From an optimization exercise on the open Yosys and OpenROAD flow, aimed at small area and a short achievable clock period; shortcuts taken in it are not production practice.
For this run, only the layout was checked, not whether the RTL still works.

[flow/config.mk]
export PLATFORM = sky130hd
export DESIGN_NAME = resize_datapath
export DESIGN_NICKNAME = resize_datapath
export VERILOG_FILES = /design/flow/design.v
export SDC_FILE = /design/flow/constraint.sdc
export NUM_CORES = 4
export LEC_CHECK = 0
export ABC_AREA = 1
export CAP_MARGIN = 20
export CORE_MARGIN = 2
export CORE_UTILIZATION = 40
export PLACE_DENSITY = 0.6
export SETUP_SLACK_MARGIN = 5
export SLEW_MARGIN = 20
export SYNTH_HIERARCHICAL = 1
export SYNTH_MINIMUM_KEEP_SIZE = 0
[flow/constraint.sdc]
create_clock -name core_clock -period 25.0 [get_ports {clk}]
set_input_delay 5.0000 -clock core_clock [delete_from_list [all_inputs] [get_ports {clk}]]
set_output_delay 5.0000 -clock core_clock [all_outputs]
set_load 0.01 [all_outputs]
[flow/design.v]
module float_larger (sa, ea, sb, eb, isLarger);
  input        sa, sb;
  input  [4:0] ea, eb;
  output       isLarger;
  assign isLarger = (sa ^ sb) ? ~sa : (ea >= eb);
endmodule
module add_float (za, sa, pa, ha, ma, zb, sb, pb, hb, mb, c);
  input        za, sa, ha, zb, sb, hb;
  input  [4:0] pa, pb;
  input  [9:0] ma, mb;
  output [15:0] c;
  wire        s1 = ~za & sa;
  wire        s2 = ~zb & sb;
  wire        h1 = ~za & ha;
  wire        h2 = ~zb & hb;
  wire [4:0]  p1 = za ? 5'd0 : pa;
  wire [4:0]  p2 = zb ? 5'd0 : pb;
  wire [9:0]  m1 = za ? 10'd0 : ma;
  wire [9:0]  m2 = zb ? 10'd0 : mb;
  wire [4:0]  e1 = p1 + {4'd0, h1};
  wire [4:0]  e2 = p2 + {4'd0, h2};
  wire l;
  float_larger fl (.sa(s1), .ea(e1), .sb(s2), .eb(e2), .isLarger(l));
  wire        sx = l ? s1 : s2;
  wire        sy = l ? s2 : s1;
  wire [4:0]  ex = l ? e1 : e2;
  wire [9:0]  mx = l ? m1 : m2;
  wire [10:0] ya = align({1'b1, m2}, e1 - e2);    
  wire [10:0] yb = align({1'b1, m1}, e2 - e1);    
  wire [10:0] ys = l ? ya : yb;
  wire [11:0] s = ({2'b01, mx} ^ {12{sx}}) + ({1'b0, ys} ^ {12{sy}})
                  + {10'd0, sx, sy & ~sx};
  reg  [3:0]  lz;
  integer i;
  always @* begin
    lz = 4'd0;
    for (i = 0; i <= 10; i = i + 1)
      if (s[i]) lz = 4'd10 - i[3:0];
  end
  wire [10:0] sn = s[10:0] << lz;
  wire zero = (s == 12'd0);
  assign c[15]    = sx;
  assign c[14:10] = s[11] ? ex + 5'd1 :
                    zero  ? 5'd0 : ex - {1'b0, lz};
  assign c[9:0]   = s[11] ? 10'd0 : sn[9:0];
  function [10:0] align(input [10:0] mm, input [4:0] sh);
    reg [10:0] t;
    begin
      t = sh[0] ? {1'd0, mm[10:1]} : mm;
      t = sh[1] ? {2'd0, t[10:2]} : t;
      t = sh[2] ? {4'd0, t[10:4]} : t;
      t = sh[3] ? {8'd0, t[10:8]} : t;
      align = sh[4] ? 11'd0 : t;
    end
  endfunction
endmodule
module sub_float (b, x, se, zs);
  input  [14:0] b;
  output [9:0]  x;
  output [4:0]  se;
  output        zs;
  wire [4:0]  e   = b[14:10];
  wire        mid = ~e[4] & (e >= 5'd5) & (e <= 5'd13);
  wire        e14 = (e == 5'd14);
  wire        e15 = (e == 5'd15);
  wire [10:0] v   = {1'b1, b[9:0]} >> ~e[3:0];
  wire [8:0]  u   = b[9:1];
  wire [9:0]  t;
  assign t[0] = 1'b1;
  genvar j;
  generate
    for (j = 1; j < 9; j = j + 1) begin : th
      assign t[j] = ~(&u[8:j] & |u[j-1:0]);
    end
  endgenerate
  assign t[9] = ~|u;
  wire [9:0]  oh  = t & ~{1'b0, t[9:1]};
  reg  [9:0]  us;
  reg  [3:0]  lz;
  integer q;
  always @* begin
    us = 10'd0;
    lz = 4'd0;
    for (q = 0; q <= 9; q = q + 1)
      if (oh[q]) begin
        us = us | ({u, 10'd0} >> q);
        lz = lz | (4'd10 - q[3:0]);
      end
  end
  assign x = mid ? {v[8:0], 1'b0} : e14 ? us : 10'd0;
  wire   xz = (x == 10'd0);
  assign se = e14 ? 5'd15 - {1'b0, lz} - {4'd0, xz} :
              e15 ? 5'd15 : 5'd14;
  assign zs = e15 & (b[9:0] == 10'd0);
endmodule
module Multiply (a, b, z, s, ep, h, m);
  input  [15:0] a, b;
  output        z;       
  output        s;       
  output [4:0]  ep;      
  output        h;       
  output [9:0]  m;       
  wire [9:0] an = ~a[9:0];
  wire [9:0] bn = ~b[9:0];
  wire pn0_0 = ~(a[0] & b[0]);
  wire pn0_1 = ~(a[0] & b[1]);
  wire pn0_2 = ~(a[0] & b[2]);
  wire pn0_3 = ~(a[0] & b[3]);
  wire pn0_4 = ~(a[0] & b[4]);
  wire pn0_5 = ~(a[0] & b[5]);
  wire pn0_6 = ~(a[0] & b[6]);
  wire pn0_7 = ~(a[0] & b[7]);
  wire pn0_8 = ~(a[0] & b[8]);
  wire pn0_9 = ~(a[0] & b[9]);
  wire pn1_0 = ~(a[1] & b[0]);
  wire pn1_1 = ~(a[1] & b[1]);
  wire pn1_2 = ~(a[1] & b[2]);
  wire pn1_3 = ~(a[1] & b[3]);
  wire pn1_4 = ~(a[1] & b[4]);
  wire pn1_5 = ~(a[1] & b[5]);
  wire pn1_6 = ~(a[1] & b[6]);
  wire pn1_7 = ~(a[1] & b[7]);
  wire pn1_8 = ~(a[1] & b[8]);
  wire pn1_9 = ~(a[1] & b[9]);
  wire pn2_0 = ~(a[2] & b[0]);
  wire pn2_1 = ~(a[2] & b[1]);
  wire pn2_2 = ~(a[2] & b[2]);
  wire pn2_3 = ~(a[2] & b[3]);
  wire pn2_4 = ~(a[2] & b[4]);
  wire pn2_5 = ~(a[2] & b[5]);
  wire pn2_6 = ~(a[2] & b[6]);
  wire pn2_7 = ~(a[2] & b[7]);
  wire pn2_8 = ~(a[2] & b[8]);
  wire pn2_9 = ~(a[2] & b[9]);
  wire pn3_0 = ~(a[3] & b[0]);
  wire pn3_1 = ~(a[3] & b[1]);
  wire pn3_2 = ~(a[3] & b[2]);
  wire pn3_3 = ~(a[3] & b[3]);
  wire pn3_4 = ~(a[3] & b[4]);
  wire pn3_5 = ~(a[3] & b[5]);
  wire pn3_6 = ~(a[3] & b[6]);
  wire pn3_7 = ~(a[3] & b[7]);
  wire pn3_8 = ~(a[3] & b[8]);
  wire pn3_9 = ~(a[3] & b[9]);
  wire pn4_0 = ~(a[4] & b[0]);
  wire pn4_1 = ~(a[4] & b[1]);
  wire pn4_2 = ~(a[4] & b[2]);
  wire pn4_3 = ~(a[4] & b[3]);
  wire pn4_4 = ~(a[4] & b[4]);
  wire pn4_5 = ~(a[4] & b[5]);
  wire pn4_6 = ~(a[4] & b[6]);
  wire pn4_7 = ~(a[4] & b[7]);
  wire pn4_8 = ~(a[4] & b[8]);
  wire pn4_9 = ~(a[4] & b[9]);
  wire pn5_0 = ~(a[5] & b[0]);
  wire pn5_1 = ~(a[5] & b[1]);
  wire pn5_2 = ~(a[5] & b[2]);
  wire pn5_3 = ~(a[5] & b[3]);
  wire pn5_4 = ~(a[5] & b[4]);
  wire pn5_5 = ~(a[5] & b[5]);
  wire pn5_6 = ~(a[5] & b[6]);
  wire pn5_7 = ~(a[5] & b[7]);
  wire pn5_8 = ~(a[5] & b[8]);
  wire pn5_9 = ~(a[5] & b[9]);
  wire pn6_0 = ~(a[6] & b[0]);
  wire pn6_1 = ~(a[6] & b[1]);
  wire pn6_2 = ~(a[6] & b[2]);
  wire pn6_3 = ~(a[6] & b[3]);
  wire pn6_4 = ~(a[6] & b[4]);
  wire pn6_5 = ~(a[6] & b[5]);
  wire pn6_6 = ~(a[6] & b[6]);
  wire pn6_7 = ~(a[6] & b[7]);
  wire pn6_8 = ~(a[6] & b[8]);
  wire pn6_9 = ~(a[6] & b[9]);
  wire pn7_0 = ~(a[7] & b[0]);
  wire pn7_1 = ~(a[7] & b[1]);
  wire pn7_2 = ~(a[7] & b[2]);
  wire pn7_3 = ~(a[7] & b[3]);
  wire pn7_4 = ~(a[7] & b[4]);
  wire pn7_5 = ~(a[7] & b[5]);
  wire pn7_6 = ~(a[7] & b[6]);
  wire pn7_7 = ~(a[7] & b[7]);
  wire pn7_8 = ~(a[7] & b[8]);
  wire pn7_9 = ~(a[7] & b[9]);
  wire pn8_0 = ~(a[8] & b[0]);
  wire pn8_1 = ~(a[8] & b[1]);
  wire pn8_2 = ~(a[8] & b[2]);
  wire pn8_3 = ~(a[8] & b[3]);
  wire pn8_4 = ~(a[8] & b[4]);
  wire pn8_5 = ~(a[8] & b[5]);
  wire pn8_6 = ~(a[8] & b[6]);
  wire pn8_7 = ~(a[8] & b[7]);
  wire pn8_8 = ~(a[8] & b[8]);
  wire pn8_9 = ~(a[8] & b[9]);
  wire pn9_0 = ~(a[9] & b[0]);
  wire pn9_1 = ~(a[9] & b[1]);
  wire pn9_2 = ~(a[9] & b[2]);
  wire pn9_3 = ~(a[9] & b[3]);
  wire pn9_4 = ~(a[9] & b[4]);
  wire pn9_5 = ~(a[9] & b[5]);
  wire pn9_6 = ~(a[9] & b[6]);
  wire pn9_7 = ~(a[9] & b[7]);
  wire pn9_8 = ~(a[9] & b[8]);
  wire pn9_9 = ~(a[9] & b[9]);
  wire s0, c0;
  fa u0 (.a(pn0_9), .b(pn1_8), .c(1'b1), .s(s0), .co(c0));
  wire s1, c1;
  fa u1 (.a(pn1_9), .b(pn2_8), .c(pn3_7), .s(s1), .co(c1));
  wire s2, c2;
  fa u2 (.a(pn4_6), .b(pn5_5), .c(1'b1), .s(s2), .co(c2));
  wire s3, c3;
  fa u3 (.a(pn2_9), .b(pn3_8), .c(pn4_7), .s(s3), .co(c3));
  wire s4, c4;
  fa u4 (.a(pn5_6), .b(pn6_5), .c(1'b1), .s(s4), .co(c4));
  wire s5, c5;
  fa u5 (.a(pn3_9), .b(pn4_8), .c(pn5_7), .s(s5), .co(c5));
  wire s6, c6;
  fa u6 (.a(pn0_6), .b(pn1_5), .c(1'b1), .s(s6), .co(c6));
  wire s7, c7;
  fa u7 (.a(pn0_7), .b(pn1_6), .c(pn2_5), .s(s7), .co(c7));
  wire s8, c8;
  fa u8 (.a(pn3_4), .b(pn4_3), .c(1'b1), .s(s8), .co(c8));
  wire s9, c9;
  fa u9 (.a(pn0_8), .b(pn1_7), .c(pn2_6), .s(s9), .co(c9));
  wire s10, c10;
  fa u10 (.a(pn3_5), .b(pn4_4), .c(pn5_3), .s(s10), .co(c10));
  wire s11, c11;
  fa u11 (.a(pn6_2), .b(pn7_1), .c(1'b1), .s(s11), .co(c11));
  wire s12, c12;
  fa u12 (.a(s0), .b(pn2_7), .c(pn3_6), .s(s12), .co(c12));
  wire s13, c13;
  fa u13 (.a(pn4_5), .b(pn5_4), .c(pn6_3), .s(s13), .co(c13));
  wire s14, c14;
  fa u14 (.a(pn7_2), .b(pn8_1), .c(pn9_0), .s(s14), .co(c14));
  wire s15, c15;
  fa u15 (.a(c0), .b(s1), .c(s2), .s(s15), .co(c15));
  wire s16, c16;
  fa u16 (.a(pn6_4), .b(pn7_3), .c(pn8_2), .s(s16), .co(c16));
  wire s17, c17;
  fa u17 (.a(pn9_1), .b(an[0]), .c(bn[0]), .s(s17), .co(c17));
  wire s18, c18;
  fa u18 (.a(c1), .b(c2), .c(s3), .s(s18), .co(c18));
  wire s19, c19;
  fa u19 (.a(s4), .b(pn7_4), .c(pn8_3), .s(s19), .co(c19));
  wire s20, c20;
  fa u20 (.a(pn9_2), .b(an[1]), .c(bn[1]), .s(s20), .co(c20));
  wire s21, c21;
  fa u21 (.a(c3), .b(c4), .c(s5), .s(s21), .co(c21));
  wire s22, c22;
  fa u22 (.a(pn6_6), .b(pn7_5), .c(pn8_4), .s(s22), .co(c22));
  wire s23, c23;
  fa u23 (.a(pn9_3), .b(an[2]), .c(bn[2]), .s(s23), .co(c23));
  wire s24, c24;
  fa u24 (.a(c5), .b(pn4_9), .c(pn5_8), .s(s24), .co(c24));
  wire s25, c25;
  fa u25 (.a(pn6_7), .b(pn7_6), .c(pn8_5), .s(s25), .co(c25));
  wire s26, c26;
  fa u26 (.a(pn9_4), .b(an[3]), .c(bn[3]), .s(s26), .co(c26));
  wire s27, c27;
  fa u27 (.a(pn5_9), .b(pn6_8), .c(pn7_7), .s(s27), .co(c27));
  wire s28, c28;
  fa u28 (.a(pn8_6), .b(pn9_5), .c(an[4]), .s(s28), .co(c28));
  wire s29, c29;
  fa u29 (.a(pn6_9), .b(pn7_8), .c(pn8_7), .s(s29), .co(c29));
  wire s30, c30;
  fa u30 (.a(pn0_4), .b(pn1_3), .c(1'b1), .s(s30), .co(c30));
  wire s31, c31;
  fa u31 (.a(pn0_5), .b(pn1_4), .c(pn2_3), .s(s31), .co(c31));
  wire s32, c32;
  fa u32 (.a(pn3_2), .b(pn4_1), .c(1'b1), .s(s32), .co(c32));
  wire s33, c33;
  fa u33 (.a(s6), .b(pn2_4), .c(pn3_3), .s(s33), .co(c33));
  wire s34, c34;
  fa u34 (.a(pn4_2), .b(pn5_1), .c(pn6_0), .s(s34), .co(c34));
  wire s35, c35;
  fa u35 (.a(c6), .b(s7), .c(s8), .s(s35), .co(c35));
  wire s36, c36;
  fa u36 (.a(pn5_2), .b(pn6_1), .c(pn7_0), .s(s36), .co(c36));
  wire s37, c37;
  fa u37 (.a(c7), .b(c8), .c(s9), .s(s37), .co(c37));
  wire s38, c38;
  fa u38 (.a(s10), .b(s11), .c(pn8_0), .s(s38), .co(c38));
  wire s39, c39;
  fa u39 (.a(c9), .b(c10), .c(c11), .s(s39), .co(c39));
  wire s40, c40;
  fa u40 (.a(s12), .b(s13), .c(s14), .s(s40), .co(c40));
  wire s41, c41;
  fa u41 (.a(c12), .b(c13), .c(c14), .s(s41), .co(c41));
  wire s42, c42;
  fa u42 (.a(s15), .b(s16), .c(s17), .s(s42), .co(c42));
  wire s43, c43;
  fa u43 (.a(c15), .b(c16), .c(c17), .s(s43), .co(c43));
  wire s44, c44;
  fa u44 (.a(s18), .b(s19), .c(s20), .s(s44), .co(c44));
  wire s45, c45;
  fa u45 (.a(c18), .b(c19), .c(c20), .s(s45), .co(c45));
  wire s46, c46;
  fa u46 (.a(s21), .b(s22), .c(s23), .s(s46), .co(c46));
  wire s47, c47;
  fa u47 (.a(c21), .b(c22), .c(c23), .s(s47), .co(c47));
  wire s48, c48;
  fa u48 (.a(s24), .b(s25), .c(s26), .s(s48), .co(c48));
  wire s49, c49;
  fa u49 (.a(c24), .b(c25), .c(c26), .s(s49), .co(c49));
  wire s50, c50;
  fa u50 (.a(s27), .b(s28), .c(bn[4]), .s(s50), .co(c50));
  wire s51, c51;
  fa u51 (.a(c27), .b(c28), .c(s29), .s(s51), .co(c51));
  wire s52, c52;
  fa u52 (.a(pn9_6), .b(an[5]), .c(bn[5]), .s(s52), .co(c52));
  wire s53, c53;
  fa u53 (.a(c29), .b(pn7_9), .c(pn8_8), .s(s53), .co(c53));
  wire s54, c54;
  fa u54 (.a(pn9_7), .b(an[6]), .c(bn[6]), .s(s54), .co(c54));
  wire s55, c55;
  fa u55 (.a(pn8_9), .b(pn9_8), .c(an[7]), .s(s55), .co(c55));
  wire s56, c56;
  fa u56 (.a(pn0_3), .b(pn1_2), .c(1'b1), .s(s56), .co(c56));
  wire s57, c57;
  fa u57 (.a(s30), .b(pn2_2), .c(pn3_1), .s(s57), .co(c57));
  wire s58, c58;
  fa u58 (.a(c30), .b(s31), .c(s32), .s(s58), .co(c58));
  wire s59, c59;
  fa u59 (.a(c31), .b(c32), .c(s33), .s(s59), .co(c59));
  wire s60, c60;
  fa u60 (.a(c33), .b(c34), .c(s35), .s(s60), .co(c60));
  wire s61, c61;
  fa u61 (.a(c35), .b(c36), .c(s37), .s(s61), .co(c61));
  wire s62, c62;
  fa u62 (.a(c37), .b(c38), .c(s39), .s(s62), .co(c62));
  wire s63, c63;
  fa u63 (.a(c39), .b(c40), .c(s41), .s(s63), .co(c63));
  wire s64, c64;
  fa u64 (.a(c41), .b(c42), .c(s43), .s(s64), .co(c64));
  wire s65, c65;
  fa u65 (.a(c43), .b(c44), .c(s45), .s(s65), .co(c65));
  wire s66, c66;
  fa u66 (.a(c45), .b(c46), .c(s47), .s(s66), .co(c66));
  wire s67, c67;
  fa u67 (.a(c47), .b(c48), .c(s49), .s(s67), .co(c67));
  wire s68, c68;
  fa u68 (.a(c49), .b(c50), .c(s51), .s(s68), .co(c68));
  wire s69, c69;
  fa u69 (.a(c51), .b(c52), .c(s53), .s(s69), .co(c69));
  wire s70, c70;
  fa u70 (.a(c53), .b(c54), .c(s55), .s(s70), .co(c70));
  wire s71, c71;
  fa u71 (.a(c55), .b(pn9_9), .c(an[8]), .s(s71), .co(c71));
  wire s72, c72;
  fa u72 (.a(pn0_2), .b(pn1_1), .c(1'b1), .s(s72), .co(c72));
  wire s73, c73;
  fa u73 (.a(s56), .b(pn2_1), .c(pn3_0), .s(s73), .co(c73));
  wire s74, c74;
  fa u74 (.a(c56), .b(s57), .c(pn4_0), .s(s74), .co(c74));
  wire s75, c75;
  fa u75 (.a(c57), .b(s58), .c(pn5_0), .s(s75), .co(c75));
  wire s76, c76;
  fa u76 (.a(c58), .b(s59), .c(s34), .s(s76), .co(c76));
  wire s77, c77;
  fa u77 (.a(c59), .b(s60), .c(s36), .s(s77), .co(c77));
  wire s78, c78;
  fa u78 (.a(c60), .b(s61), .c(s38), .s(s78), .co(c78));
  wire s79, c79;
  fa u79 (.a(c61), .b(s62), .c(s40), .s(s79), .co(c79));
  wire s80, c80;
  fa u80 (.a(c62), .b(s63), .c(s42), .s(s80), .co(c80));
  wire s81, c81;
  fa u81 (.a(c63), .b(s64), .c(s44), .s(s81), .co(c81));
  wire s82, c82;
  fa u82 (.a(c64), .b(s65), .c(s46), .s(s82), .co(c82));
  wire s83, c83;
  fa u83 (.a(c65), .b(s66), .c(s48), .s(s83), .co(c83));
  wire s84, c84;
  fa u84 (.a(c66), .b(s67), .c(s50), .s(s84), .co(c84));
  wire s85, c85;
  fa u85 (.a(c67), .b(s68), .c(s52), .s(s85), .co(c85));
  wire s86, c86;
  fa u86 (.a(c68), .b(s69), .c(s54), .s(s86), .co(c86));
  wire s87, c87;
  fa u87 (.a(c69), .b(s70), .c(bn[7]), .s(s87), .co(c87));
  wire s88, c88;
  fa u88 (.a(c70), .b(s71), .c(bn[8]), .s(s88), .co(c88));
  wire s89, c89;
  fa u89 (.a(c71), .b(an[9]), .c(bn[9]), .s(s89), .co(c89));
  wire [21:0] ran = {1'b1, c89, c88, c87, c86, c85, c84, c83, c82, c81, c80, c79, c78, c77, c76, c75, c74, c73, c72, s72, pn0_1, pn0_0};
  wire [21:0] rbn = {1'b1, 1'b0, s89, s88, s87, s86, s85, s84, s83, s82, s81, s80, s79, s78, s77, s76, s75, s74, s73, pn2_0, pn1_0, 1'b1};
  wire [21:0] g0 = ~(ran | rbn);
  wire [21:0] p0 = ~(ran & rbn);
  wire [21:0] x0 = ran ^ rbn;
  wire G_1 = g0[1] | (p0[1] & g0[0]);
  wire P_1 = p0[1] & p0[0];
  wire G_2 = g0[3] | (p0[3] & g0[2]);
  wire P_2 = p0[3] & p0[2];
  wire G_3 = g0[5] | (p0[5] & g0[4]);
  wire P_3 = p0[5] & p0[4];
  wire G_4 = g0[7] | (p0[7] & g0[6]);
  wire P_4 = p0[7] & p0[6];
  wire G_5 = g0[9] | (p0[9] & g0[8]);
  wire P_5 = p0[9] & p0[8];
  wire G_6 = g0[11] | (p0[11] & g0[10]);
  wire P_6 = p0[11] & p0[10];
  wire G_7 = g0[13] | (p0[13] & g0[12]);
  wire P_7 = p0[13] & p0[12];
  wire G_8 = g0[15] | (p0[15] & g0[14]);
  wire P_8 = p0[15] & p0[14];
  wire G_9 = g0[17] | (p0[17] & g0[16]);
  wire P_9 = p0[17] & p0[16];
  wire G_10 = g0[19] | (p0[19] & g0[18]);
  wire P_10 = p0[19] & p0[18];
  wire G_11 = g0[21] | (p0[21] & g0[20]);
  wire P_11 = p0[21] & p0[20];
  wire G_12 = G_2 | (P_2 & G_1);
  wire P_12 = P_2 & P_1;
  wire G_13 = G_4 | (P_4 & G_3);
  wire P_13 = P_4 & P_3;
  wire G_14 = G_6 | (P_6 & G_5);
  wire P_14 = P_6 & P_5;
  wire G_15 = G_8 | (P_8 & G_7);
  wire P_15 = P_8 & P_7;
  wire G_16 = G_10 | (P_10 & G_9);
  wire P_16 = P_10 & P_9;
  wire G_17 = G_13 | (P_13 & G_12);
  wire P_17 = P_13 & P_12;
  wire G_18 = G_15 | (P_15 & G_14);
  wire P_18 = P_15 & P_14;
  wire G_19 = G_18 | (P_18 & G_17);
  wire P_19 = P_18 & P_17;
  wire G_20 = G_14 | (P_14 & G_17);
  wire P_20 = P_14 & P_17;
  wire G_21 = G_16 | (P_16 & G_19);
  wire P_21 = P_16 & P_19;
  wire G_22 = G_3 | (P_3 & G_12);
  wire P_22 = P_3 & P_12;
  wire G_23 = G_5 | (P_5 & G_17);
  wire P_23 = P_5 & P_17;
  wire G_24 = G_7 | (P_7 & G_20);
  wire P_24 = P_7 & P_20;
  wire G_25 = G_9 | (P_9 & G_19);
  wire P_25 = P_9 & P_19;
  wire G_26 = G_11 | (P_11 & G_21);
  wire P_26 = P_11 & P_21;
  wire G_27 = g0[2] | (p0[2] & G_1);
  wire P_27 = p0[2] & P_1;
  wire G_28 = g0[4] | (p0[4] & G_12);
  wire P_28 = p0[4] & P_12;
  wire G_29 = g0[6] | (p0[6] & G_22);
  wire P_29 = p0[6] & P_22;
  wire G_30 = g0[8] | (p0[8] & G_17);
  wire P_30 = p0[8] & P_17;
  wire G_31 = g0[10] | (p0[10] & G_23);
  wire P_31 = p0[10] & P_23;
  wire G_32 = g0[12] | (p0[12] & G_20);
  wire P_32 = p0[12] & P_20;
  wire G_33 = g0[14] | (p0[14] & G_24);
  wire P_33 = p0[14] & P_24;
  wire G_34 = g0[16] | (p0[16] & G_19);
  wire P_34 = p0[16] & P_19;
  wire G_35 = g0[18] | (p0[18] & G_25);
  wire P_35 = p0[18] & P_25;
  wire G_36 = g0[20] | (p0[20] & G_21);
  wire P_36 = p0[20] & P_21;
  wire [21:0] t;
  assign t[0] = x0[0];
  assign t[1] = x0[1] ^ g0[0];
  assign t[2] = x0[2] ^ G_1;
  assign t[3] = x0[3] ^ G_27;
  assign t[4] = x0[4] ^ G_12;
  assign t[5] = x0[5] ^ G_28;
  assign t[6] = x0[6] ^ G_22;
  assign t[7] = x0[7] ^ G_29;
  assign t[8] = x0[8] ^ G_17;
  assign t[9] = x0[9] ^ G_30;
  assign t[10] = x0[10] ^ G_23;
  assign t[11] = x0[11] ^ G_31;
  assign t[12] = x0[12] ^ G_20;
  assign t[13] = x0[13] ^ G_32;
  assign t[14] = x0[14] ^ G_24;
  assign t[15] = x0[15] ^ G_33;
  assign t[16] = x0[16] ^ G_19;
  assign t[17] = x0[17] ^ G_34;
  assign t[18] = x0[18] ^ G_25;
  assign t[19] = x0[19] ^ G_35;
  assign t[20] = x0[20] ^ G_21;
  assign t[21] = x0[21] ^ G_36;
  assign h  = t[21];
  assign m  = h ? t[20:11] : t[19:10];
  assign ep = a[14:10] + b[14:10] + 5'd17;    
  assign s  = a[15] ^ b[15];
  assign z  = (a == 16'd0) | (b == 16'd0);
endmodule
module Multiply_one_minus (a, x, se, zs, z, s, ep, h, m);
  input  [15:0] a;
  input  [9:0]  x;       
  input  [4:0]  se;      
  input         zs;      
  output        z;       
  output        s;       
  output [4:0]  ep;      
  output        h;       
  output [9:0]  m;       
  wire [9:0] an = ~a[9:0];
  wire pn0_0 = ~(a[0] & ~x[0]);
  wire pn0_1 = ~(a[0] & ~x[1]);
  wire pn0_2 = ~(a[0] & ~x[2]);
  wire pn0_3 = ~(a[0] & ~x[3]);
  wire pn0_4 = ~(a[0] & ~x[4]);
  wire pn0_5 = ~(a[0] & ~x[5]);
  wire pn0_6 = ~(a[0] & ~x[6]);
  wire pn0_7 = ~(a[0] & ~x[7]);
  wire pn0_8 = ~(a[0] & ~x[8]);
  wire pn0_9 = ~(a[0] & ~x[9]);
  wire pn1_0 = ~(a[1] & ~x[0]);
  wire pn1_1 = ~(a[1] & ~x[1]);
  wire pn1_2 = ~(a[1] & ~x[2]);
  wire pn1_3 = ~(a[1] & ~x[3]);
  wire pn1_4 = ~(a[1] & ~x[4]);
  wire pn1_5 = ~(a[1] & ~x[5]);
  wire pn1_6 = ~(a[1] & ~x[6]);
  wire pn1_7 = ~(a[1] & ~x[7]);
  wire pn1_8 = ~(a[1] & ~x[8]);
  wire pn1_9 = ~(a[1] & ~x[9]);
  wire pn2_0 = ~(a[2] & ~x[0]);
  wire pn2_1 = ~(a[2] & ~x[1]);
  wire pn2_2 = ~(a[2] & ~x[2]);
  wire pn2_3 = ~(a[2] & ~x[3]);
  wire pn2_4 = ~(a[2] & ~x[4]);
  wire pn2_5 = ~(a[2] & ~x[5]);
  wire pn2_6 = ~(a[2] & ~x[6]);
  wire pn2_7 = ~(a[2] & ~x[7]);
  wire pn2_8 = ~(a[2] & ~x[8]);
  wire pn2_9 = ~(a[2] & ~x[9]);
  wire pn3_0 = ~(a[3] & ~x[0]);
  wire pn3_1 = ~(a[3] & ~x[1]);
  wire pn3_2 = ~(a[3] & ~x[2]);
  wire pn3_3 = ~(a[3] & ~x[3]);
  wire pn3_4 = ~(a[3] & ~x[4]);
  wire pn3_5 = ~(a[3] & ~x[5]);
  wire pn3_6 = ~(a[3] & ~x[6]);
  wire pn3_7 = ~(a[3] & ~x[7]);
  wire pn3_8 = ~(a[3] & ~x[8]);
  wire pn3_9 = ~(a[3] & ~x[9]);
  wire pn4_0 = ~(a[4] & ~x[0]);
  wire pn4_1 = ~(a[4] & ~x[1]);
  wire pn4_2 = ~(a[4] & ~x[2]);
  wire pn4_3 = ~(a[4] & ~x[3]);
  wire pn4_4 = ~(a[4] & ~x[4]);
  wire pn4_5 = ~(a[4] & ~x[5]);
  wire pn4_6 = ~(a[4] & ~x[6]);
  wire pn4_7 = ~(a[4] & ~x[7]);
  wire pn4_8 = ~(a[4] & ~x[8]);
  wire pn4_9 = ~(a[4] & ~x[9]);
  wire pn5_0 = ~(a[5] & ~x[0]);
  wire pn5_1 = ~(a[5] & ~x[1]);
  wire pn5_2 = ~(a[5] & ~x[2]);
  wire pn5_3 = ~(a[5] & ~x[3]);
  wire pn5_4 = ~(a[5] & ~x[4]);
  wire pn5_5 = ~(a[5] & ~x[5]);
  wire pn5_6 = ~(a[5] & ~x[6]);
  wire pn5_7 = ~(a[5] & ~x[7]);
  wire pn5_8 = ~(a[5] & ~x[8]);
  wire pn5_9 = ~(a[5] & ~x[9]);
  wire pn6_0 = ~(a[6] & ~x[0]);
  wire pn6_1 = ~(a[6] & ~x[1]);
  wire pn6_2 = ~(a[6] & ~x[2]);
  wire pn6_3 = ~(a[6] & ~x[3]);
  wire pn6_4 = ~(a[6] & ~x[4]);
  wire pn6_5 = ~(a[6] & ~x[5]);
  wire pn6_6 = ~(a[6] & ~x[6]);
  wire pn6_7 = ~(a[6] & ~x[7]);
  wire pn6_8 = ~(a[6] & ~x[8]);
  wire pn6_9 = ~(a[6] & ~x[9]);
  wire pn7_0 = ~(a[7] & ~x[0]);
  wire pn7_1 = ~(a[7] & ~x[1]);
  wire pn7_2 = ~(a[7] & ~x[2]);
  wire pn7_3 = ~(a[7] & ~x[3]);
  wire pn7_4 = ~(a[7] & ~x[4]);
  wire pn7_5 = ~(a[7] & ~x[5]);
  wire pn7_6 = ~(a[7] & ~x[6]);
  wire pn7_7 = ~(a[7] & ~x[7]);
  wire pn7_8 = ~(a[7] & ~x[8]);
  wire pn7_9 = ~(a[7] & ~x[9]);
  wire pn8_0 = ~(a[8] & ~x[0]);
  wire pn8_1 = ~(a[8] & ~x[1]);
  wire pn8_2 = ~(a[8] & ~x[2]);
  wire pn8_3 = ~(a[8] & ~x[3]);
  wire pn8_4 = ~(a[8] & ~x[4]);
  wire pn8_5 = ~(a[8] & ~x[5]);
  wire pn8_6 = ~(a[8] & ~x[6]);
  wire pn8_7 = ~(a[8] & ~x[7]);
  wire pn8_8 = ~(a[8] & ~x[8]);
  wire pn8_9 = ~(a[8] & ~x[9]);
  wire pn9_0 = ~(a[9] & ~x[0]);
  wire pn9_1 = ~(a[9] & ~x[1]);
  wire pn9_2 = ~(a[9] & ~x[2]);
  wire pn9_3 = ~(a[9] & ~x[3]);
  wire pn9_4 = ~(a[9] & ~x[4]);
  wire pn9_5 = ~(a[9] & ~x[5]);
  wire pn9_6 = ~(a[9] & ~x[6]);
  wire pn9_7 = ~(a[9] & ~x[7]);
  wire pn9_8 = ~(a[9] & ~x[8]);
  wire pn9_9 = ~(a[9] & ~x[9]);
  wire s0, c0;
  fa u0 (.a(pn0_8), .b(pn1_7), .c(1'b1), .s(s0), .co(c0));
  wire s1, c1;
  fa u1 (.a(pn0_9), .b(pn1_8), .c(pn2_7), .s(s1), .co(c1));
  wire s2, c2;
  fa u2 (.a(pn3_6), .b(pn4_5), .c(1'b1), .s(s2), .co(c2));
  wire s3, c3;
  fa u3 (.a(pn1_9), .b(pn2_8), .c(pn3_7), .s(s3), .co(c3));
  wire s4, c4;
  fa u4 (.a(pn4_6), .b(pn5_5), .c(pn6_4), .s(s4), .co(c4));
  wire s5, c5;
  fa u5 (.a(pn7_3), .b(pn8_2), .c(1'b1), .s(s5), .co(c5));
  wire s6, c6;
  fa u6 (.a(pn2_9), .b(pn3_8), .c(pn4_7), .s(s6), .co(c6));
  wire s7, c7;
  fa u7 (.a(pn5_6), .b(pn6_5), .c(pn7_4), .s(s7), .co(c7));
  wire s8, c8;
  fa u8 (.a(pn3_9), .b(pn4_8), .c(pn5_7), .s(s8), .co(c8));
  wire s9, c9;
  fa u9 (.a(pn0_5), .b(pn1_4), .c(1'b1), .s(s9), .co(c9));
  wire s10, c10;
  fa u10 (.a(pn0_6), .b(pn1_5), .c(pn2_4), .s(s10), .co(c10));
  wire s11, c11;
  fa u11 (.a(pn3_3), .b(pn4_2), .c(1'b1), .s(s11), .co(c11));
  wire s12, c12;
  fa u12 (.a(pn0_7), .b(pn1_6), .c(pn2_5), .s(s12), .co(c12));
  wire s13, c13;
  fa u13 (.a(pn3_4), .b(pn4_3), .c(pn5_2), .s(s13), .co(c13));
  wire s14, c14;
  fa u14 (.a(pn6_1), .b(pn7_0), .c(1'b1), .s(s14), .co(c14));
  wire s15, c15;
  fa u15 (.a(s0), .b(pn2_6), .c(pn3_5), .s(s15), .co(c15));
  wire s16, c16;
  fa u16 (.a(pn4_4), .b(pn5_3), .c(pn6_2), .s(s16), .co(c16));
  wire s17, c17;
  fa u17 (.a(pn7_1), .b(pn8_0), .c(an[8]), .s(s17), .co(c17));
  wire s18, c18;
  fa u18 (.a(c0), .b(s1), .c(s2), .s(s18), .co(c18));
  wire s19, c19;
  fa u19 (.a(pn5_4), .b(pn6_3), .c(pn7_2), .s(s19), .co(c19));
  wire s20, c20;
  fa u20 (.a(pn8_1), .b(pn9_0), .c(an[9]), .s(s20), .co(c20));
  wire s21, c21;
  fa u21 (.a(c1), .b(c2), .c(s3), .s(s21), .co(c21));
  wire s22, c22;
  fa u22 (.a(s4), .b(s5), .c(pn9_1), .s(s22), .co(c22));
  wire s23, c23;
  fa u23 (.a(an[0]), .b(x[0]), .c(1'b0), .s(s23), .co(c23));
  wire s24, c24;
  fa u24 (.a(c3), .b(c4), .c(c5), .s(s24), .co(c24));
  wire s25, c25;
  fa u25 (.a(s6), .b(s7), .c(pn8_3), .s(s25), .co(c25));
  wire s26, c26;
  fa u26 (.a(pn9_2), .b(an[1]), .c(x[1]), .s(s26), .co(c26));
  wire s27, c27;
  fa u27 (.a(c6), .b(c7), .c(s8), .s(s27), .co(c27));
  wire s28, c28;
  fa u28 (.a(pn6_6), .b(pn7_5), .c(pn8_4), .s(s28), .co(c28));
  wire s29, c29;
  fa u29 (.a(pn9_3), .b(an[2]), .c(x[2]), .s(s29), .co(c29));
  wire s30, c30;
  fa u30 (.a(c8), .b(pn4_9), .c(pn5_8), .s(s30), .co(c30));
  wire s31, c31;
  fa u31 (.a(pn6_7), .b(pn7_6), .c(pn8_5), .s(s31), .co(c31));
  wire s32, c32;
  fa u32 (.a(pn9_4), .b(an[3]), .c(x[3]), .s(s32), .co(c32));
  wire s33, c33;
  fa u33 (.a(pn5_9), .b(pn6_8), .c(pn7_7), .s(s33), .co(c33));
  wire s34, c34;
  fa u34 (.a(pn8_6), .b(pn9_5), .c(an[4]), .s(s34), .co(c34));
  wire s35, c35;
  fa u35 (.a(pn6_9), .b(pn7_8), .c(pn8_7), .s(s35), .co(c35));
  wire s36, c36;
  fa u36 (.a(pn0_3), .b(pn1_2), .c(1'b1), .s(s36), .co(c36));
  wire s37, c37;
  fa u37 (.a(pn0_4), .b(pn1_3), .c(pn2_2), .s(s37), .co(c37));
  wire s38, c38;
  fa u38 (.a(pn3_1), .b(pn4_0), .c(1'b1), .s(s38), .co(c38));
  wire s39, c39;
  fa u39 (.a(s9), .b(pn2_3), .c(pn3_2), .s(s39), .co(c39));
  wire s40, c40;
  fa u40 (.a(pn4_1), .b(pn5_0), .c(an[5]), .s(s40), .co(c40));
  wire s41, c41;
  fa u41 (.a(c9), .b(s10), .c(s11), .s(s41), .co(c41));
  wire s42, c42;
  fa u42 (.a(pn5_1), .b(pn6_0), .c(an[6]), .s(s42), .co(c42));
  wire s43, c43;
  fa u43 (.a(c10), .b(c11), .c(s12), .s(s43), .co(c43));
  wire s44, c44;
  fa u44 (.a(s13), .b(s14), .c(an[7]), .s(s44), .co(c44));
  wire s45, c45;
  fa u45 (.a(c12), .b(c13), .c(c14), .s(s45), .co(c45));
  wire s46, c46;
  fa u46 (.a(s15), .b(s16), .c(s17), .s(s46), .co(c46));
  wire s47, c47;
  fa u47 (.a(c15), .b(c16), .c(c17), .s(s47), .co(c47));
  wire s48, c48;
  fa u48 (.a(s18), .b(s19), .c(s20), .s(s48), .co(c48));
  wire s49, c49;
  fa u49 (.a(c18), .b(c19), .c(c20), .s(s49), .co(c49));
  wire s50, c50;
  fa u50 (.a(s21), .b(s22), .c(s23), .s(s50), .co(c50));
  wire s51, c51;
  fa u51 (.a(c21), .b(c22), .c(c23), .s(s51), .co(c51));
  wire s52, c52;
  fa u52 (.a(s24), .b(s25), .c(s26), .s(s52), .co(c52));
  wire s53, c53;
  fa u53 (.a(c24), .b(c25), .c(c26), .s(s53), .co(c53));
  wire s54, c54;
  fa u54 (.a(s27), .b(s28), .c(s29), .s(s54), .co(c54));
  wire s55, c55;
  fa u55 (.a(c27), .b(c28), .c(c29), .s(s55), .co(c55));
  wire s56, c56;
  fa u56 (.a(s30), .b(s31), .c(s32), .s(s56), .co(c56));
  wire s57, c57;
  fa u57 (.a(c30), .b(c31), .c(c32), .s(s57), .co(c57));
  wire s58, c58;
  fa u58 (.a(s33), .b(s34), .c(x[4]), .s(s58), .co(c58));
  wire s59, c59;
  fa u59 (.a(c33), .b(c34), .c(s35), .s(s59), .co(c59));
  wire s60, c60;
  fa u60 (.a(pn9_6), .b(an[5]), .c(x[5]), .s(s60), .co(c60));
  wire s61, c61;
  fa u61 (.a(c35), .b(pn7_9), .c(pn8_8), .s(s61), .co(c61));
  wire s62, c62;
  fa u62 (.a(pn9_7), .b(an[6]), .c(x[6]), .s(s62), .co(c62));
  wire s63, c63;
  fa u63 (.a(pn8_9), .b(pn9_8), .c(an[7]), .s(s63), .co(c63));
  wire s64, c64;
  fa u64 (.a(pn0_2), .b(pn1_1), .c(1'b1), .s(s64), .co(c64));
  wire s65, c65;
  fa u65 (.a(s36), .b(pn2_1), .c(pn3_0), .s(s65), .co(c65));
  wire s66, c66;
  fa u66 (.a(c36), .b(s37), .c(s38), .s(s66), .co(c66));
  wire s67, c67;
  fa u67 (.a(c37), .b(c38), .c(s39), .s(s67), .co(c67));
  wire s68, c68;
  fa u68 (.a(c39), .b(c40), .c(s41), .s(s68), .co(c68));
  wire s69, c69;
  fa u69 (.a(c41), .b(c42), .c(s43), .s(s69), .co(c69));
  wire s70, c70;
  fa u70 (.a(c43), .b(c44), .c(s45), .s(s70), .co(c70));
  wire s71, c71;
  fa u71 (.a(c45), .b(c46), .c(s47), .s(s71), .co(c71));
  wire s72, c72;
  fa u72 (.a(c47), .b(c48), .c(s49), .s(s72), .co(c72));
  wire s73, c73;
  fa u73 (.a(c49), .b(c50), .c(s51), .s(s73), .co(c73));
  wire s74, c74;
  fa u74 (.a(c51), .b(c52), .c(s53), .s(s74), .co(c74));
  wire s75, c75;
  fa u75 (.a(c53), .b(c54), .c(s55), .s(s75), .co(c75));
  wire s76, c76;
  fa u76 (.a(c55), .b(c56), .c(s57), .s(s76), .co(c76));
  wire s77, c77;
  fa u77 (.a(c57), .b(c58), .c(s59), .s(s77), .co(c77));
  wire s78, c78;
  fa u78 (.a(c59), .b(c60), .c(s61), .s(s78), .co(c78));
  wire s79, c79;
  fa u79 (.a(c61), .b(c62), .c(s63), .s(s79), .co(c79));
  wire s80, c80;
  fa u80 (.a(c63), .b(pn9_9), .c(an[8]), .s(s80), .co(c80));
  wire s81, c81;
  fa u81 (.a(pn0_1), .b(pn1_0), .c(1'b1), .s(s81), .co(c81));
  wire s82, c82;
  fa u82 (.a(s64), .b(pn2_0), .c(an[2]), .s(s82), .co(c82));
  wire s83, c83;
  fa u83 (.a(c64), .b(s65), .c(an[3]), .s(s83), .co(c83));
  wire s84, c84;
  fa u84 (.a(c65), .b(s66), .c(an[4]), .s(s84), .co(c84));
  wire s85, c85;
  fa u85 (.a(c66), .b(s67), .c(s40), .s(s85), .co(c85));
  wire s86, c86;
  fa u86 (.a(c67), .b(s68), .c(s42), .s(s86), .co(c86));
  wire s87, c87;
  fa u87 (.a(c68), .b(s69), .c(s44), .s(s87), .co(c87));
  wire s88, c88;
  fa u88 (.a(c69), .b(s70), .c(s46), .s(s88), .co(c88));
  wire s89, c89;
  fa u89 (.a(c70), .b(s71), .c(s48), .s(s89), .co(c89));
  wire s90, c90;
  fa u90 (.a(c71), .b(s72), .c(s50), .s(s90), .co(c90));
  wire s91, c91;
  fa u91 (.a(c72), .b(s73), .c(s52), .s(s91), .co(c91));
  wire s92, c92;
  fa u92 (.a(c73), .b(s74), .c(s54), .s(s92), .co(c92));
  wire s93, c93;
  fa u93 (.a(c74), .b(s75), .c(s56), .s(s93), .co(c93));
  wire s94, c94;
  fa u94 (.a(c75), .b(s76), .c(s58), .s(s94), .co(c94));
  wire s95, c95;
  fa u95 (.a(c76), .b(s77), .c(s60), .s(s95), .co(c95));
  wire s96, c96;
  fa u96 (.a(c77), .b(s78), .c(s62), .s(s96), .co(c96));
  wire s97, c97;
  fa u97 (.a(c78), .b(s79), .c(x[7]), .s(s97), .co(c97));
  wire s98, c98;
  fa u98 (.a(c79), .b(s80), .c(x[8]), .s(s98), .co(c98));
  wire s99, c99;
  fa u99 (.a(c80), .b(an[9]), .c(x[9]), .s(s99), .co(c99));
  wire [21:0] ran = {1'b1, c99, c98, c97, c96, c95, c94, c93, c92, c91, c90, c89, c88, c87, c86, c85, c84, c83, c82, c81, s81, pn0_0};
  wire [21:0] rbn = {1'b1, 1'b0, s99, s98, s97, s96, s95, s94, s93, s92, s91, s90, s89, s88, s87, s86, s85, s84, s83, s82, an[1], an[0]};
  wire [21:0] g0 = ~(ran | rbn);
  wire [21:0] p0 = ~(ran & rbn);
  wire [21:0] x0 = ran ^ rbn;
  wire G1_1 = g0[1] | (p0[1] & g0[0]);
  wire P1_1 = p0[1] & p0[0];
  wire G1_3 = g0[3] | (p0[3] & g0[2]);
  wire P1_3 = p0[3] & p0[2];
  wire G1_5 = g0[5] | (p0[5] & g0[4]);
  wire P1_5 = p0[5] & p0[4];
  wire G1_7 = g0[7] | (p0[7] & g0[6]);
  wire P1_7 = p0[7] & p0[6];
  wire G1_9 = g0[9] | (p0[9] & g0[8]);
  wire P1_9 = p0[9] & p0[8];
  wire G1_11 = g0[11] | (p0[11] & g0[10]);
  wire P1_11 = p0[11] & p0[10];
  wire G1_13 = g0[13] | (p0[13] & g0[12]);
  wire P1_13 = p0[13] & p0[12];
  wire G1_15 = g0[15] | (p0[15] & g0[14]);
  wire P1_15 = p0[15] & p0[14];
  wire G1_17 = g0[17] | (p0[17] & g0[16]);
  wire P1_17 = p0[17] & p0[16];
  wire G1_19 = g0[19] | (p0[19] & g0[18]);
  wire P1_19 = p0[19] & p0[18];
  wire G1_21 = g0[21] | (p0[21] & g0[20]);
  wire P1_21 = p0[21] & p0[20];
  wire G2_2 = g0[2] | (p0[2] & G1_1);
  wire P2_2 = p0[2] & P1_1;
  wire G2_3 = G1_3 | (P1_3 & G1_1);
  wire P2_3 = P1_3 & P1_1;
  wire G2_6 = g0[6] | (p0[6] & G1_5);
  wire P2_6 = p0[6] & P1_5;
  wire G2_7 = G1_7 | (P1_7 & G1_5);
  wire P2_7 = P1_7 & P1_5;
  wire G2_10 = g0[10] | (p0[10] & G1_9);
  wire P2_10 = p0[10] & P1_9;
  wire G2_11 = G1_11 | (P1_11 & G1_9);
  wire P2_11 = P1_11 & P1_9;
  wire G2_14 = g0[14] | (p0[14] & G1_13);
  wire P2_14 = p0[14] & P1_13;
  wire G2_15 = G1_15 | (P1_15 & G1_13);
  wire P2_15 = P1_15 & P1_13;
  wire G2_18 = g0[18] | (p0[18] & G1_17);
  wire P2_18 = p0[18] & P1_17;
  wire G2_19 = G1_19 | (P1_19 & G1_17);
  wire P2_19 = P1_19 & P1_17;
  wire G3_4 = g0[4] | (p0[4] & G2_3);
  wire P3_4 = p0[4] & P2_3;
  wire G3_5 = G1_5 | (P1_5 & G2_3);
  wire P3_5 = P1_5 & P2_3;
  wire G3_6 = G2_6 | (P2_6 & G2_3);
  wire P3_6 = P2_6 & P2_3;
  wire G3_7 = G2_7 | (P2_7 & G2_3);
  wire P3_7 = P2_7 & P2_3;
  wire G3_12 = g0[12] | (p0[12] & G2_11);
  wire P3_12 = p0[12] & P2_11;
  wire G3_13 = G1_13 | (P1_13 & G2_11);
  wire P3_13 = P1_13 & P2_11;
  wire G3_14 = G2_14 | (P2_14 & G2_11);
  wire P3_14 = P2_14 & P2_11;
  wire G3_15 = G2_15 | (P2_15 & G2_11);
  wire P3_15 = P2_15 & P2_11;
  wire G3_20 = g0[20] | (p0[20] & G2_19);
  wire P3_20 = p0[20] & P2_19;
  wire G3_21 = G1_21 | (P1_21 & G2_19);
  wire P3_21 = P1_21 & P2_19;
  wire G4_8 = g0[8] | (p0[8] & G3_7);
  wire P4_8 = p0[8] & P3_7;
  wire G4_9 = G1_9 | (P1_9 & G3_7);
  wire P4_9 = P1_9 & P3_7;
  wire G4_10 = G2_10 | (P2_10 & G3_7);
  wire P4_10 = P2_10 & P3_7;
  wire G4_11 = G2_11 | (P2_11 & G3_7);
  wire P4_11 = P2_11 & P3_7;
  wire G4_12 = G3_12 | (P3_12 & G3_7);
  wire P4_12 = P3_12 & P3_7;
  wire G4_13 = G3_13 | (P3_13 & G3_7);
  wire P4_13 = P3_13 & P3_7;
  wire G4_14 = G3_14 | (P3_14 & G3_7);
  wire P4_14 = P3_14 & P3_7;
  wire G4_15 = G3_15 | (P3_15 & G3_7);
  wire P4_15 = P3_15 & P3_7;
  wire G5_16 = g0[16] | (p0[16] & G4_15);
  wire P5_16 = p0[16] & P4_15;
  wire G5_17 = G1_17 | (P1_17 & G4_15);
  wire P5_17 = P1_17 & P4_15;
  wire G5_18 = G2_18 | (P2_18 & G4_15);
  wire P5_18 = P2_18 & P4_15;
  wire G5_19 = G2_19 | (P2_19 & G4_15);
  wire P5_19 = P2_19 & P4_15;
  wire G5_20 = G3_20 | (P3_20 & G4_15);
  wire P5_20 = P3_20 & P4_15;
  wire G5_21 = G3_21 | (P3_21 & G4_15);
  wire P5_21 = P3_21 & P4_15;
  wire [21:0] t;
  assign t[0] = x0[0];
  assign t[1] = x0[1] ^ g0[0];
  assign t[2] = x0[2] ^ G1_1;
  assign t[3] = x0[3] ^ G2_2;
  assign t[4] = x0[4] ^ G2_3;
  assign t[5] = x0[5] ^ G3_4;
  assign t[6] = x0[6] ^ G3_5;
  assign t[7] = x0[7] ^ G3_6;
  assign t[8] = x0[8] ^ G3_7;
  assign t[9] = x0[9] ^ G4_8;
  assign t[10] = x0[10] ^ G4_9;
  assign t[11] = x0[11] ^ G4_10;
  assign t[12] = x0[12] ^ G4_11;
  assign t[13] = x0[13] ^ G4_12;
  assign t[14] = x0[14] ^ G4_13;
  assign t[15] = x0[15] ^ G4_14;
  assign t[16] = x0[16] ^ G4_15;
  assign t[17] = x0[17] ^ G5_16;
  assign t[18] = x0[18] ^ G5_17;
  assign t[19] = x0[19] ^ G5_18;
  assign t[20] = x0[20] ^ G5_19;
  assign t[21] = x0[21] ^ G5_20;
  assign h  = t[21];
  assign m  = h ? t[20:11] : t[19:10];
  assign ep = a[14:10] + se + 5'd17;    
  assign s  = a[15];
  assign z  = (a == 16'd0) | zs;
endmodule
module fa (a, b, c, s, co);
  input a, b, c;
  output s, co;
  assign s  = a ^ b ^ c;
  assign co = (a & b) | (a & c) | (b & c);
endmodule
module resize_datapath (
  clk,
  reset_n,
  enable,
  data_in1,
  data_in2,
  scale,
  data_out
);
  input wire [15:0] data_in1, data_in2, scale;
  input wire clk, reset_n, enable;
  output reg [15:0] data_out;
  wire [15:0] fsum;
  wire        z1, s1, h1, z2, s2, h2;
  wire [4:0]  p1, p2;
  wire [9:0]  q1, q2;
  wire [9:0] sx;
  wire [4:0] se;
  wire       zs;
  Multiply           m1 (.a(data_in2), .b(scale), .z(z1), .s(s1), .ep(p1), .h(h1), .m(q1));
  sub_float          sf (.b(scale[14:0]), .x(sx), .se(se), .zs(zs));   
  Multiply_one_minus m2 (.a(data_in1), .x(sx), .se(se), .zs(zs),
                         .z(z2), .s(s2), .ep(p2), .h(h2), .m(q2));
  add_float          af (.za(z1), .sa(s1), .pa(p1), .ha(h1), .ma(q1),
                         .zb(z2), .sb(s2), .pb(p2), .hb(h2), .mb(q2), .c(fsum));
  always @(posedge clk or negedge reset_n) begin
    if (~reset_n)
      data_out <= 16'd0;
    else if (enable)
      data_out <= fsum;
  end
endmodule
[flow/flow/run.sh]
#!/bin/bash
# Own layout flow: the standard flow, except that the layout steps may not
# use the delay cells (so that the port buffers are plain buffers). The
# platform's own don't-use cells stay don't-use.
set -euo pipefail
W=$(pwd)
bash standard.sh synth > "$W/flow_synth.log" 2>&1
DONT="sky130_fd_sc_hd__clkdlybuf4s15_1 sky130_fd_sc_hd__clkdlybuf4s15_2 sky130_fd_sc_hd__clkdlybuf4s18_1 sky130_fd_sc_hd__clkdlybuf4s18_2 sky130_fd_sc_hd__clkdlybuf4s25_1 sky130_fd_sc_hd__clkdlybuf4s25_2 sky130_fd_sc_hd__clkdlybuf4s50_1 sky130_fd_sc_hd__clkdlybuf4s50_2 sky130_fd_sc_hd__dlygate4sd1_1 sky130_fd_sc_hd__dlygate4sd2_1 sky130_fd_sc_hd__dlygate4sd3_1 sky130_fd_sc_hd__dlymetal6s2s_1 sky130_fd_sc_hd__dlymetal6s4s_1 sky130_fd_sc_hd__dlymetal6s6s_1"
DONT="$DONT $(sed -n '/^export DONT_USE_CELLS/,/^[^ ]/p' "$FLOW_HOME/platforms/sky130hd/config.mk" | grep -o 'sky130_fd_sc_hd__[A-Za-z0-9_]*' | tr '\n' ' ')"
bash standard.sh "DONT_USE_CELLS=$DONT" SETUP_SLACK_MARGIN=7 finish > "$W/flow_finish.log" 2>&1
[flow/standard.sh]
#!/bin/bash
# synth_recipe.tcl (not shown) runs the flow's synth.tcl, then flattens the netlist and writes it again
# the make line also repeats each setting of config.mk as NAME=value (left out here)
make -C /OpenROAD-flow-scripts/flow DESIGN_CONFIG=/design/flow/config.mk WORK_HOME=/design/flow/orfs CLKGATE_MAP_FILE= SYNTH_SCRIPT=/design/flow/synth_recipe.tcl "${@:-finish}"
==> flow_summary.yaml <==
outcome:
  status: "timing/DRC/antenna clean"
sta:
  post-route-period-util_pct: 67.66
  fin_worst_skew_ns: 0
  fmax_mhz: 59.12
  worstMarginPinSlew_ns: 1.047
  finalSetupTns_ns: 0
  hold_viol_final: 0
  maxSlewHeadroom_pct: 30.20
  period_minus_slack_ns: 16.92
  rsz0062_at_grt: "false"
  slew_viol_final: 0
  final-setup-viol-count: 0
yosys:
  synth_top_area_share_pct: 30.74
  synth_top_cell_by_area: "fa_1"
  ys.flop_type: "dfrtp_1"
  ys_top_cells_by_area: "fa_1 (31%), nand2_1 (19%), ha_1 (9.2%)"
  syn_avg_cell_area_sq_um: 6.832
  synth_area_sq_mm: 0.01322
  synthCells: 1935
  ys_ff_latch: 16
  synth.distinct_cells: 57
  yosysWarnings: 9
  synth_edf_count: 0
  yosysSeqAreaShare_pct: 3.029
  synth-async-reset-ratio_pct: 100.0
routing:
  wl_met3_microns: 1689
  wl_per_cell_microns: 14.65
  vias: 12220
  wirelength_microns: 35450
  wl_met2_microns: 16970
  met1Wirelength_microns: 15970
  ant_nets: 0
  drcViolationCount: 0
  firstDrtPassIters: 5
  top_layer_used: "met4"
  dr.first_iter.drc_count: 731
  vias_per_cell: 5.052
worst_hold_path:
  hold_start: "data_out[8]"
  min_to: "data_out[8]"
  hold_class: "reg2reg"
  whs_path_depth: 2
final_layout:
  finalNetCount: 2329
  finish.instance_area_sq_mm: 0.01396
  largest_register_ff_count: 16
  drive_gt1_share_pct: 7.743
  syn2layout_area_growth_pct: 5.612
  final_cell_mix: "nand2_1 (655), inv_1 (253), fa_1 (203)"
  final_cells: 2419
  regMostFlops: "data_out"
  largest_registers: "data_out: 16 flops"
  layout_commonest_cell: "nand2_1"
  finish.utilization_pct: 42.91
placed_design:
  port_buffers: 66
  place_inst: 2402
  dpl_cell_area_sq_mm: 0.01377
  hpwl_microns: 29950
  gp_congestion: 0.9712
grt:
  grt_pass1_wl_microns: 59920
  grt-ovfl-total: 0
  antenna_found_initial: 1
  grt_pass1_vias: 12226
  grt_max_degree: 24
  grtUsageTotal_pct: 21.32
critical_path:
  rrSetupSlack_ns: 24.39
  crit_path_max_incr_delay_ns: 0.75
  crit_path_start_kind: "input port"
  reg2reg_from: "data_out[4]"
  critPathMaxFanout: 18
  crit_top_cell: "nand2_1"
  crit_type: "in2reg"
  r2r_end: "data_out[4]"
  critical_path_arrival_ns: 17.05
  worstSetupEndpointType: "register"
  critPathRequiredTime_ns: 25.13
  crit_slowest_cell: "fa_1"
  r2r_cells: 2
floorplanning:
  coreArea_sq_mm: 0.03254
  num_rows: 66
  dieArea_sq_mm: 0.03452
  start_util_pct: 40.63
  die_y_microns: 185.8
  num_io_pins: 67
  die_x_microns: 185.8
job:
  maxCapViolations: 0
clocking:
  clkLatencyLatePin_ns: 0.24
  cts_max_level: 1
  clock_path_buffers: 2
  path_clk_slew_ns: 0.05
  numClockSinks: 16
  cts_tree: "built"
  clockRootBuffer: "clkbuf_16"
  cts_inserted_buffers: 3
  hold_buffers: 0
## layer usage
metal | track usage [%] | vias to the layer above
met3 | 1.135 | 50
met4 | 4.409 | 0
met2 | 37.62 | 333
li1 | - | 6033
met1 | 28.90 | 5804
met5 | 0 | -
## through the flow
step	setup slack (ns)	hold WS (ns)
4_1_cts	7.128	0.4697
3_3_place_gp	7.010	0.4532
2_1_floorplan	9.224	0.5053
5_1_grt	7.001	0.4988
6_report	8.084	0.4671
3_5_place_dp	6.629	0.4581
## worst max-delay path: cells and delay by family
family	cells	cell delay (ns)
AO/OA/AOI/OAI	10	1.44
adder cells (fa/ha/maj)	14	5.60
AND/OR/NAND/NOR	27	3.06
XOR/XNOR	2	0.34
buffers and inverters	12	1.59
## modules after synthesis, one instance, submodules excluded
module / copies in the design / flip-flops and latches / area, sq um / cells inside
add_float: 1 / 0 / 3630 / 684
Multiply: 1 / 0 / 1765 / 327
Multiply_one_minus: 1 / 0 / 1762 / 348
sub_float: 1 / 0 / 1454 / 287
resize_datapath: 1 / 16 / 644.4 / 68
float_larger: 1 / 0 / 161.4 / 31
fa: 190 / 0 / 20.02 / 1
## cell usage after synthesis (all sizes together), types with 6 or more instances
cell,number
nand4,27
nor3,9
or2,10
dfrtp,16
nor4,13
xnor2,21
nand2,697
nand3,137
nor2,135
o211ai,6
o21ai,84
o31ai,6
buf,28
xor2,33
clkbuf,39
inv,281
o22ai,13
clkinv,11
fa,203
a21oi,40
ha,97
## repair_timing
action / 4_1_cts / 5_1_grt
endpoints found under the setup margin: 2 / 15
buffers inserted: 0 / 11
resized for setup: 1 / 14
pin swaps: 0 / 1
gates cloned: 0 / 2
## how the worst max path moves through the flow
stage / cells after the start / from / to
after floorplan: 73 / scale[4] / data_out[14]
after global placement: 71 / scale[7] / data_out[14]
after detailed placement: 71 / scale[7] / data_out[14]
after CTS: 72 / scale[7] / data_out[14]
after global routing: 70 / scale[3] / data_out[14]
final: 65 / scale[3] / data_out[14]
## kinds of logic (layout without fill, tap and decap cells)
kind of cell	Yosys count	count (layout)	share of synthesized area (%)
fa+ha+maj	300	300	39.92
compound gates	167	167	7.373
flops	16	16	3.029
simple gates	1035	1035	34.74
buf+inv	359	382	11.02
xor+xnor	54	54	3.805
other cells	4	23	0.1135
## cell type report
class	count	area, sq um
diodes	1	2.502
well taps	442	553.0
clock buffers	3	75.07
repair inverters	2	10.01
flip-flops and latches	16	400.4
repair buffers	85	345.3
fillers	3478	18570
multi-input cells	1578	11460
inverters	292	1117

==> what the ideal ports hide <==
The results above use ideal ports. As a check the final layout listed here was re-extracted and re-timed, cells and wires unchanged.
Step 1 assumes that a clkbuf_16 drives the clock port and a buf_2 every other input.
Step 2 adds t to the input delays and takes it off the output delays; t is the mean of the earliest and latest rising clock arrival at the registers after step 1. Input paths then give back, and output paths get back, about the clock's delay inside the block.
Slacks: no drivers / after step 1 / after step 2; pairs: no drivers / after step 1.
t, ns: 0.266
setup WS [ns]: 8.084 / 8.089 / 7.824
worst slew at a driven data input, ns: 0.07
cell pins on the clock port's net: 1
After both steps this run still meets setup and hold. For this run, drivers alone change the setup slack by +0.005 ns; drivers and shift together by -0.260 ns.
